Context: an optimization exercise on an open-source flow, tuned for small area, a short achievable clock period and few clock cycles. The choices shown serve that exercise and are no tape-out recipe. No run shown here included a check of the RTL's function; only the layout flow was run.

`flow/design.v`:
```
module HT_TOP(
    input clk,
    input rst_n,
    input in_valid,
    input [2:0] in_weight,
    input out_mode,
    output reg out_valid,
    output reg out_code
);
function [3:0] add3(input [2:0] a, input [2:0] b);
    reg [2:0] g, p; reg [3:0] c;
    begin
        g = a & b; p = a ^ b;
        c[0] = 1'b0;
        c[1] = g[0];
        c[2] = g[1] | (p[1] & g[0]);
        c[3] = g[2] | (p[2] & g[1]) | (p[2] & p[1] & g[0]);
        add3 = {c[3], p ^ c[2:0]};
    end
endfunction
function [5:0] add6(input [5:0] a, input [5:0] b);
    reg [5:0] g, p, c;
    begin
        g = a & b; p = a ^ b;
        c[0] = 1'b0;
        c[1] = g[0];
        c[2] = g[1] | (p[1] & g[0]);
        c[3] = g[2] | (p[2] & g[1]) | (p[2] & p[1] & g[0]);
        c[4] = g[3] | (p[3] & g[2]) | (p[3] & p[2] & g[1]) | (p[3] & p[2] & p[1] & g[0]);
        c[5] = g[4] | (p[4] & g[3]) | (p[4] & p[3] & g[2]) | (p[4] & p[3] & p[2] & g[1])
             | (p[4] & p[3] & p[2] & p[1] & g[0]);
        add6 = p ^ c;
    end
endfunction
function ge6(input [5:0] a, input [5:0] b);
    reg [5:0] gt, lt;
    begin
        gt = a & ~b; lt = ~a & b;
        ge6 = ~(lt[5] | (~gt[5] & (lt[4] | (~gt[4] & (lt[3] | (~gt[3] &
              (lt[2] | (~gt[2] & (lt[1] | (~gt[1] & lt[0]))))))))));
    end
endfunction
localparam IDLE = 2'd0, IN = 2'd1, MERGE = 2'd2, OUT = 2'd3;
reg [1:0] phase;
reg       in_phase;        
reg [2:0] cnt;             
reg       iv;              
reg       mode;            
reg [5:0] w [0:7];
reg [4:0] m [0:7];
reg [5:0] Y;               
reg [6:0] cr [0:4];        
reg [4:0] rootbit;         
reg       rb;              
reg [4:0] coh;             
always @(posedge clk or negedge rst_n) begin
    if (!rst_n)
        iv <= 1'b0;
    else
        iv <= in_valid;
end
always @(posedge clk)
    if (in_valid && !iv)
        mode <= out_mode;
reg [4:0] leaf_m;
always @(*) begin
    leaf_m = 5'd0;
    if (!mode) begin
        case (cnt)
            3'd4: leaf_m = 5'b00001;
            3'd5: leaf_m = 5'b00010;
            3'd6: leaf_m = 5'b00100;
            3'd7: leaf_m = 5'b01000;
            3'd3: leaf_m = 5'b10000;
            default: leaf_m = 5'd0;
        endcase
    end else begin
        case (cnt)
            3'd4: leaf_m = 5'b00001;
            3'd2: leaf_m = 5'b00010;
            3'd5: leaf_m = 5'b00100;
            3'd0: leaf_m = 5'b01000;
            3'd1: leaf_m = 5'b10000;
            default: leaf_m = 5'd0;
        endcase
    end
end
wire [2:0] nv = in_phase ? cnt : 3'd6 - cnt;
wire [7:0] st;
genvar g;
generate
    for (g = 0; g < 8; g = g + 1) begin : cmp
        assign st[g] = (g < nv) && ge6(w[g], Y);
    end
endgenerate
reg [4:0] mA, mB;          
reg [5:0] wC, wD;          
reg       sD;              
always @(*) begin
    case (cnt)
        3'd0: begin mA = m[7]; mB = m[6]; wC = w[5]; wD = w[4]; sD = st[4]; end
        3'd1: begin mA = m[6]; mB = m[5]; wC = w[4]; wD = w[3]; sD = st[3]; end
        3'd2: begin mA = m[5]; mB = m[4]; wC = w[3]; wD = w[2]; sD = st[2]; end
        3'd3: begin mA = m[4]; mB = m[3]; wC = w[2]; wD = w[1]; sD = st[1]; end
        3'd4: begin mA = m[3]; mB = m[2]; wC = w[1]; wD = w[0]; sD = st[0]; end
        default: begin mA = m[2]; mB = m[1]; wC = w[0]; wD = w[0]; sD = st[0]; end
    endcase
end
wire [4:0] mAB = mA | mB;
wire [10:0] dN = {in_phase ? leaf_m : mAB, Y};
generate
    for (g = 0; g < 8; g = g + 1) begin : upd
        wire up = (g == 0) ? 1'b1 : st[g-1];
        wire [10:0] cur = {m[g], w[g]};
        wire [10:0] abv;
        if (g == 0) begin : top
            assign abv = cur;
        end else begin : rest
            assign abv = {m[g-1], w[g-1]};
        end
        wire [10:0] nxt = ({11{st[g]}} & cur) | ({11{~st[g] & up}} & dN)
                        | ({11{~up}} & abv);
        always @(posedge clk) begin
            w[g] <= nxt[5:0];
            m[g] <= nxt[10:6];
        end
    end
endgenerate
wire [3:0] s_in_a = add3(Y[2:0], w[6][2:0]);
wire [3:0] s_in_b = add3(w[6][2:0], w[5][2:0]);
wire [5:0] s_m_a = add6(Y, wC);
wire [5:0] s_m_b = add6(wC, wD);
wire [5:0] s_next = in_phase ? (st[5] ? {2'd0, s_in_a} : {2'd0, s_in_b})
                             : (sD ? s_m_a : s_m_b);
wire fuse = (phase == MERGE) && (cnt == 3'd5);
wire ip_next = !((phase == IN && cnt == 3'd7) || (phase == MERGE && !fuse));
always @(posedge clk)
    Y <= ip_next ? {3'd0, in_weight} : s_next;
integer j;
always @(posedge clk) begin
    for (j = 0; j < 5; j = j + 1) begin
        if (phase == IDLE || phase == IN)
            cr[j] <= 7'd1;
        else if (phase == MERGE) begin
            if (mAB[j])
                cr[j] <= {cr[j][5:0], mA[j]};
            if (fuse)
                rootbit[j] <= ~(mAB[j] ^ st[0]);
        end else if (coh[j] && !rb)
            cr[j] <= {1'b0, cr[j][6:1]};
    end
end
reg [4:0] emp, lst, top;
always @(*) begin
    for (j = 0; j < 5; j = j + 1) begin
        emp[j] = (cr[j] == 7'd1);
        lst[j] = (cr[j][6:1] == 6'd1);
        top[j] = cr[j][0];
    end
end
wire cempty = |(coh & emp);
wire last = |(coh & lst);
wire adv = rb ? cempty : last;       
wire empty0 = (cr[0] == 7'd1) && !mAB[0];
always @(posedge clk or negedge rst_n) begin
    if (!rst_n) begin
        phase <= IDLE;
        out_valid <= 1'b0;
        out_code <= 1'b0;
    end else begin
        case (phase)
            IDLE: begin
                out_valid <= 1'b0;
                if (iv) phase <= IN;
            end
            IN: begin
                if (cnt == 3'd7) phase <= MERGE;
            end
            MERGE: begin
                if (fuse) begin
                    phase <= OUT;
                    out_valid <= 1'b1;
                    out_code <= ~(mAB[0] ^ st[0]);
                end
            end
            OUT: begin
                out_code <= |(coh & (rb ? rootbit : top));
                if (adv && coh[4]) phase <= IDLE;
            end
        endcase
    end
end
always @(posedge clk or negedge rst_n) begin
    if (!rst_n)
        in_phase <= 1'b1;
    else
        in_phase <= ip_next;
end
always @(posedge clk or negedge rst_n) begin
    if (!rst_n)
        cnt <= 3'd0;
    else if ((phase == IDLE && iv) || phase == IN || (phase == MERGE && !fuse))
        cnt <= cnt + 3'd1;
    else if (fuse)
        cnt <= 3'd0;
end
always @(posedge clk) begin
    case (phase)
        MERGE: begin
            coh <= empty0 ? 5'b00010 : 5'b00001;
            rb <= empty0;
        end
        OUT: begin
            if (adv) begin
                coh <= {coh[3:0], 1'b0};
                rb <= 1'b1;
            end else
                rb <= 1'b0;
        end
        default: ;
    endcase
end
endmodule
```
`flow/run.sh`:
```
#!/bin/bash
# synth_recipe.tcl (not shown) runs the flow's synth.tcl, then flattens the netlist and writes it again
# the make line also repeats each setting of config.mk as NAME=value (left out here)
make -C /OpenROAD-flow-scripts/flow DESIGN_CONFIG=/design/flow/config.mk WORK_HOME=/design/flow/orfs CLKGATE_MAP_FILE= SYNTH_SCRIPT=/design/flow/synth_recipe.tcl finish
```
`flow/config.mk`:
```
export PLATFORM = sky130hd
export DESIGN_NAME = HT_TOP
export DESIGN_NICKNAME = HT_TOP
export VERILOG_FILES = /design/flow/design.v
export SDC_FILE = /design/flow/constraint.sdc
export NUM_CORES = 4
export LEC_CHECK = 0
export ABC_AREA = 1
export CAP_MARGIN = 20
export CORE_MARGIN = 2
export CORE_UTILIZATION = 40
export SETUP_SLACK_MARGIN = 3.85
export SLEW_MARGIN = 20
```
`flow/constraint.sdc`:
```
create_clock -name core_clock -period 6.0 [get_ports {clk}]
set_input_delay 1.2000 -clock core_clock [delete_from_list [all_inputs] [get_ports {clk}]]
set_output_delay 1.2000 -clock core_clock [all_outputs]
set_load 0.01 [all_outputs]
```
==> results of run 1 <==
## synth_stat cells (11+ instances only)
cell,n,area share
nand2_1,312,0.14
inv_1,138,0.060
nor2_1,120,0.052
dfxtp_1,112,0.26
o21ai_0,66,0.038
nand3_1,62,0.036
o22ai_1,39,0.028
a21oi_1,35,0.020
ha_1,32,0.046
o211ai_1,25,0.022
o221ai_1,24,0.024
edfxtp_1,23,0.080
clkbuf_1,21,0.0091
buf_2,18,0.010
xor2_1,14,0.014
a22oi_1,12,0.010
nand2_2,11,0.0080
o21ai_1,11,0.0064
o21ai_2,11,0.011
## flip-flops by register name, summed over array words and instances (netlist names), named ones only
| name | cells |
|---|---|
| w | 36 |
| cr | 35 |
| m | 35 |
| Y | 6 |
| coh | 5 |
| rootbit | 5 |
| cnt | 3 |
| phase | 2 |
| in_phase | 1 |
| iv | 1 |
| mode | 1 |
| out_code | 1 |
| out_valid | 1 |
| rb | 1 |
## routing by layer
metal	vias to the layer above	track usage
met1	4116	0.303
met4	0	0.150
met3	104	0.0410
met5	-	0
met2	326	0.413
li1	4216	-
## final timing paths
kind	end	startpoint	slack, ns	cells past startpoint
min	m[1][4]	flip-flop	0.46	2
max reg2reg	Y[3]	cnt[0]	2.97	18
min reg2reg	m[1][4]	flip-flop	0.46	2
min in group asynchronous	phase[0]	rst_n	1.07	1
max in group asynchronous	in_phase	rst_n	4.61	1
max	Y[3]	cnt[0]	2.97	18
## timing repair
item	in CTS	in global routing
setup buffers	81	33
hold buffers	0	0
setup endpoints to repair	151	145
resized for setup	142	147
pin swaps	35	68
cloned	6	7
## worst max-delay path, stage by stage, from the launching register on
cell and delay, ns:
dfrtp_2 0.47, ha_4 0.19, ha_4 0.19, inv_8 0.08
nand4_4 0.15, nor2_4 0.20, inv_6 0.08, o21ai_4 0.17
inv_2 0.09, ha_4 0.26, a21o_1 0.13, a21oi_2 0.07
buf_4 0.12, buf_4 0.12, buf_4 0.12, buf_4 0.12
xor2_1 0.13, o211ai_1 0.15, nand2_1 0.07
## cell usage in the layout, fill, tap and decap left out, types with 19 or more instances in the layout
cell	synthesis	final
buf_6	8	26
o211ai_1	25	25
nand2_1	312	282
buf_4	7	85
ha_1	32	20
o221ai_1	24	22
nand2_4	3	27
nor2_1	120	104
nand3_1	62	53
o22ai_1	39	38
clkbuf_16	0	19
a21oi_1	35	28
edfxtp_1	23	23
dfxtp_1	112	109
o21ai_0	66	37
inv_1	138	119
o21ai_2	11	28
## layout make-up
class	instances	area, um2	area share
well taps	275	344	0.0294
flip-flops and latches	144	3170	0.271
clock inverters	13	174	0.0149
multi-input cells	852	5630	0.481
clock buffers	19	454	0.0388
repair buffers	131	1260	0.108
repair inverters	1	5.00	0.000428
inverters	149	667	0.0570
## per-stage QoR
stage                     hold slack (ns)  setup slack [ns]  instance area [um2]
after global placement              0.440              2.22                 8940
final                               0.465              2.97                11700
after detailed placement            0.454              2.16                 8940
after global routing                0.479              2.80                11700
after CTS                           0.470              3.07                10800
after floorplan                     0.403              3.19                 8820
## kinds of logic (layout without fill, tap and decap cells)
group,Yosys count,count (layout),synth area share
and+or+nand+nor,533,543,0.256
AOI/OAI and AO/OA,257,257,0.203
buffers and inverters,205,313,0.104
DFF,144,144,0.366
adders and majority gates,36,36,0.0557
xor gates and xnor gates,15,15,0.0152
muxes,1,1,0.00116
==> flow_metrics.tcl, run 1 <==
set metrics [dict create \
    status "timing/DRC/antenna clean" \
    first_iter_violations 631 \
    fin_worst_skew_ns 0.0128 \
    drcViolationCount 0 \
    slew_violations 0 \
    final_core_util 0.555 \
    cts_buffers 17 \
    avgSynthCellArea_um2 7.24 \
    dp.cells 1425 \
    start_kind "flip-flop" \
    htree_levels 4 \
    fmaxAchievable_mhz 330 \
    io-pin-count 9 \
    wl_met1_mm 12.1 \
    area_growth_pct 35.6 \
    grt_pass1_wl_mm 43.8 \
    hp-class "reg2reg" \
    track_usage 0.249 \
    dr.max_layer_used "met4" \
    cts.sinks 144 \
    setup_viol 0 \
    port_buffers 8 \
    yosysWarningCount 4 \
    worstPathArrival_ns 3.36 \
    clk_pin_slew_worst_paths_ns 0.07 \
    nNetsFinal 1339 \
    clkLatencyLatePin_ns 0.44 \
    viasPerCell 5.53 \
    die_area_um2 22800 \
    die_w_um 151 \
    hpwlAfterDp_mm 18.2 \
    syn_inst 1191 \
    worst_pin_slew_ns 0.762 \
    synth-seq-cells 144 \
    grt_pass1_vias 8295 \
    fin_crit_sh 0.505 \
    grt_max_degree 54 \
    gp_congestion 0.904 \
    wire_per_inst_um 18.4 \
    synth_edf_count 23 \
    criticalPathCategory "reg2reg" \
    rsz0062_at_grt "true" \
    syn-cell-area_um2 8630 \
    cts_tree "built" \
    critPathCaptureType "flip-flop" \
    n_antenna_cell 0 \
    vias 8762 \
    grt-ovfl-total 0 \
    period_minus_slack_ns 3.03 \
    ant_nets 0 \
    hold_viol 0 \
    synth-seq-area-share 0.366 \
    initial_utilization 0.409 \
    antenna_found_initial 0 \
    relSlewSlack 0.491 \
    crit_path_max_fanout 8 \
    fill_cells 1890 \
    firstDrtPassIters 9 \
    cts_root_buffer "clkbuf_16" \
    synth_cell_types 56 \
    crit_required_ns 6.33 \
    routed_wl_mm 29.2 \
    fin_tns_setup_ns 0 \
    drive_gt1_frac 0.281 \
    fin_cells 1584 \
    synth_ff_type "dfxtp_1" \
    synthesis.nets 1234 \
    met2_length_mm 14.0 \
    cts_buffer_depth 2 \
    num_rows 53 \
    core_area_um2 21100 \
    die_h_um 151 \
    wl_met3_mm 1.61 \
    synthArstFlopShare 0.0625 \
    drv_cap 0 \
]
==> inputs of run 2 (changes only) <==
--- a/flow/design.v
+++ b/flow/design.v
@@ -87,3 +87,2 @@
 end
-wire [2:0] nv = in_phase ? cnt : 3'd6 - cnt;
 wire [7:0] st;
@@ -92,5 +91,6 @@
     for (g = 0; g < 8; g = g + 1) begin : cmp
-        assign st[g] = (g < nv) && ge6(w[g], Y);
+        assign st[g] = (in_phase ? (cnt > g) : (cnt < 6 - g)) && ge6(w[g], Y);
     end
 endgenerate
+wire [5:0] t1 = {cnt == 3'd5, cnt == 3'd4, cnt == 3'd3, cnt == 3'd2, cnt == 3'd1, cnt == 3'd0};
 reg [4:0] mA, mB;          
@@ -98,11 +98,14 @@
 reg       sD;              
+integer q;
 always @(*) begin
-    case (cnt)
-        3'd0: begin mA = m[7]; mB = m[6]; wC = w[5]; wD = w[4]; sD = st[4]; end
-        3'd1: begin mA = m[6]; mB = m[5]; wC = w[4]; wD = w[3]; sD = st[3]; end
-        3'd2: begin mA = m[5]; mB = m[4]; wC = w[3]; wD = w[2]; sD = st[2]; end
-        3'd3: begin mA = m[4]; mB = m[3]; wC = w[2]; wD = w[1]; sD = st[1]; end
-        3'd4: begin mA = m[3]; mB = m[2]; wC = w[1]; wD = w[0]; sD = st[0]; end
-        default: begin mA = m[2]; mB = m[1]; wC = w[0]; wD = w[0]; sD = st[0]; end
-    endcase
+    mA = 5'd0; mB = 5'd0; wC = 6'd0; wD = 6'd0; sD = 1'b0;
+    for (q = 0; q < 6; q = q + 1) begin
+        mA = mA | ({5{t1[q]}} & m[7-q]);
+        mB = mB | ({5{t1[q]}} & m[6-q]);
+        if (q < 5) begin
+            wC = wC | ({6{t1[q]}} & w[5-q]);
+            wD = wD | ({6{t1[q]}} & w[4-q]);
+            sD = sD | (t1[q] & st[4-q]);
+        end
+    end
 end
==> run 2 against run 1 <==
Die area grew 1.0%. Fmax grew 5.9%. Cell area grew 4.7%. First-iteration DRC count grew 88%. Clock-buffer cell count grew 2. Cell count grew 3.2%. Clock skew grew 0.0026 ns. Synthesized area grew 1.1%. Critical endpoint is now Y[5].
==> flow_metrics.tcl, run 2 <==
set metrics [dict create \
    status "timing/DRC/antenna clean" \
    synth_cell_types 55 \
    die_area_um2 23000 \
    die_w_um 152 \
    routed_wl_mm 31.5 \
    grt_pass1_wl_mm 45.4 \
    fmaxAchievable_mhz 350 \
    area_growth_pct 40.4 \
    hpwlAfterDp_mm 19.0 \
    first_iter_violations 1188 \
    wire_per_inst_um 19.3 \
    layout_commonest_cell "nand2_1" \
    synth_xor_area_frac 0.0131 \
    critPathCaptureType "flip-flop" \
    fin_tns_setup_ns 0 \
    synth_top_family_by_area "simple AND/OR/NAND/NOR gates" \
    relSlewSlack 0.589 \
    muxShareOfSynthArea 0 \
    avgSynthCellArea_um2 7.26 \
    gp_congestion 0.941 \
    cts_buffers 17 \
    fin_crit_sh 0.477 \
    period_minus_slack_ns 2.86 \
    clk_pin_slew_worst_paths_ns 0.07 \
    track_usage 0.257 \
    viasPerCell 5.83 \
    ant_nets 0 \
    criticalPathCategory "reg2reg" \
    drcViolationCount 0 \
    drive_gt1_frac 0.326 \
    n_antenna_cell 0 \
    hold_viol 0 \
    cts_root_buffer "clkbuf_16" \
    startpoint "cnt[0]" \
    rsz0062_at_grt "true" \
    critPathMaxStageDelay_ns 0.47 \
    cts_tree "built" \
    final_core_util 0.566 \
    yosysWarningCount 4 \
    die_h_um 152 \
    synth-seq-area-share 0.376 \
    start_kind "flip-flop" \
    crit_required_ns 6.36 \
    synth_top_area_share 0.271 \
    post-synth-top-area-cell "dfxtp_1" \
    worst_pin_slew_ns 0.610 \
    synth_most_common_cell "nand2_1" \
    io-pin-count 9 \
    synth_compound_area_frac 0.210 \
    path_cells "ha_4, ha_4, inv_8, buf_4, o22ai_1, a21oi_1, o211ai_1, ha_1, nand2_1, inv_2, or2_4, a21oi_2, xnor2_1, o21ai_1, a21oi_1" \
    reg2reg_slack_ns 3.14 \
    htree_levels 4 \
    layout_common_cells "309 x nand2_1, 114 x inv_1, 113 x dfxtp_1" \
    firstDrtPassIters 5 \
    vias 9526 \
    synthAdderAreaFrac 0.0537 \
    syn-cell-area_um2 8720 \
    setup_viol 0 \
    postCtsHoldBufs 0 \
    fin_worst_skew_ns 0.0154 \
    clkLatencyLatePin_ns 0.44 \
    top_regs "w x42, cr x35, m x35" \
    port_buffers 8 \
    ys_top_cells_by_area "dfxtp_1 27%, nand2_1 16%, edfxtp_1 7.9%" \
    synth_edf_count 23 \
    reg2reg_from "cnt[0]" \
    crit_path_max_fanout 6 \
    syn_inst 1202 \
    cts.sinks 150 \
    yosys-top-cells-count "363 x nand2_1, 138 x inv_1, 118 x dfxtp_1" \
    nNetsFinal 1384 \
    num_rows 54 \
    drv_cap 0 \
    hp-class "reg2reg" \
    cts_buffer_depth 2 \
    initial_utilization 0.403 \
    grt_pass1_vias 8094 \
    synthArstFlopShare 0.0600 \
    yosys.area_share.simple 0.249 \
    core_area_um2 21600 \
    largest_reg_flops 42 \
    synth-seq-cells 150 \
    synth_ff_type "dfxtp_1" \
    slowest_stage "dfrtp_2" \
    top_register "w" \
    worstPathArrival_ns 3.22 \
    synthesis.nets 1244 \
    antenna_found_initial 0 \
    slew_violations 0 \
    grt-ovfl-total 0 \
    grt_max_degree 36 \
]
run 2: cell count changes in the layout (fill, tap and decap cells not counted), sizes merged, moves of 8 or more:
cell and delta:
nor2 -68, nand2 +46, buf +32, a31oi +15, inv +15, o211ai +14
o221ai +13, a22oi -9, o21ai -8
run 2: cell families after synthesis:
group	after synthesis
AO/OA/AOI/OAI	276
AND/OR/NAND/NOR	523
buffers and inverters	205
flip-flops	150
adder cells (fa/ha/maj)	35
XOR/XNOR	13
run 2: repair_timing:
| action | 4_1_cts | 5_1_grt |
|---|---|---|
| pin swaps | 35 | 63 |
| buffers inserted | 88 | 61 |
| endpoints found under the setup margin | 157 | 148 |
| gates resized for setup | 146 | 232 |
| cloned | 6 | 4 |
run 2: layout make-up:
class	count	area [um2]
timing repair buffer	163	1550
timing repair inverter	3	23.8
clock inverter	11	85.1
sequential	150	3290
tap	280	350
clock buffer	21	482
inverter	154	693
multi-input combinational	853	5770
fill	1852	9370
run 2: final timing paths:
check,to,depth (start not counted)
worst max-delay path,Y[5],15
worst max register to register,Y[5],15
max in group asynchronous,cnt[1],1
worst min-delay path,m[1][4],2
worst min register to register,m[1][4],2
min in group asynchronous,out_code,1
run 2: worst max-delay path, delay by kind of cell (launching register included):
kind | cells | cell delay [ns]
AOI/OAI and AO/OA | 6 | 0.86
adders and majority gates | 3 | 0.73
DFF | 1 | 0.47
and+or+nand+nor | 2 | 0.33
buffers and inverters | 3 | 0.26
xor gates and xnor gates | 1 | 0.12
run 2: stage by stage:
stage / hold slack [ns] / setup slack, ns / cell area, um2 / instances
after floorplan: 0.435 / 3.35 / 8820 / 1202
after global placement: 0.446 / 2.41 / 9000 / 1444
after detailed placement: 0.450 / 2.45 / 9000 / 1444
after CTS: 0.466 / 3.22 / 10800 / 1570
after global routing: 0.482 / 2.99 / 12200 / 1635
final: 0.468 / 3.14 / 12200 / 1635
run 2: layer usage:
layer	vias to the layer above	wire [um]	track usage
li1	4382	-	-
met2	549	13500	0.373
met5	-	0	0
met3	115	2830	0.0536
met1	4480	13800	0.378
met4	0	1300	0.0843

what the ideal ports hide:
The results above use ideal ports. As a check the final layouts listed here were re-extracted and re-timed, cells and wires unchanged. Step 1: set_driving_cell puts a clkbuf_16 on clk and a buf_2 on each other input, an assumption about the parent block. Step 2 also shifts input and output timing later by t, the mid clock arrival at the registers, as if the neighbouring blocks saw the same clock. a / b / c = no drivers / after step 1 / after step 2; a / b = the first two.
run | t (ns) | setup WS [ns] | worst setup path after step 2 | worst data-port slew with drivers (ns)
run 1 | 0.482 | 2.970 / 2.970 / 2.970 | register to register | 0.03
run 2 | 0.476 | 3.139 / 3.139 / 3.139 | register to register | 0.04
After both steps every run listed still meets setup and hold.
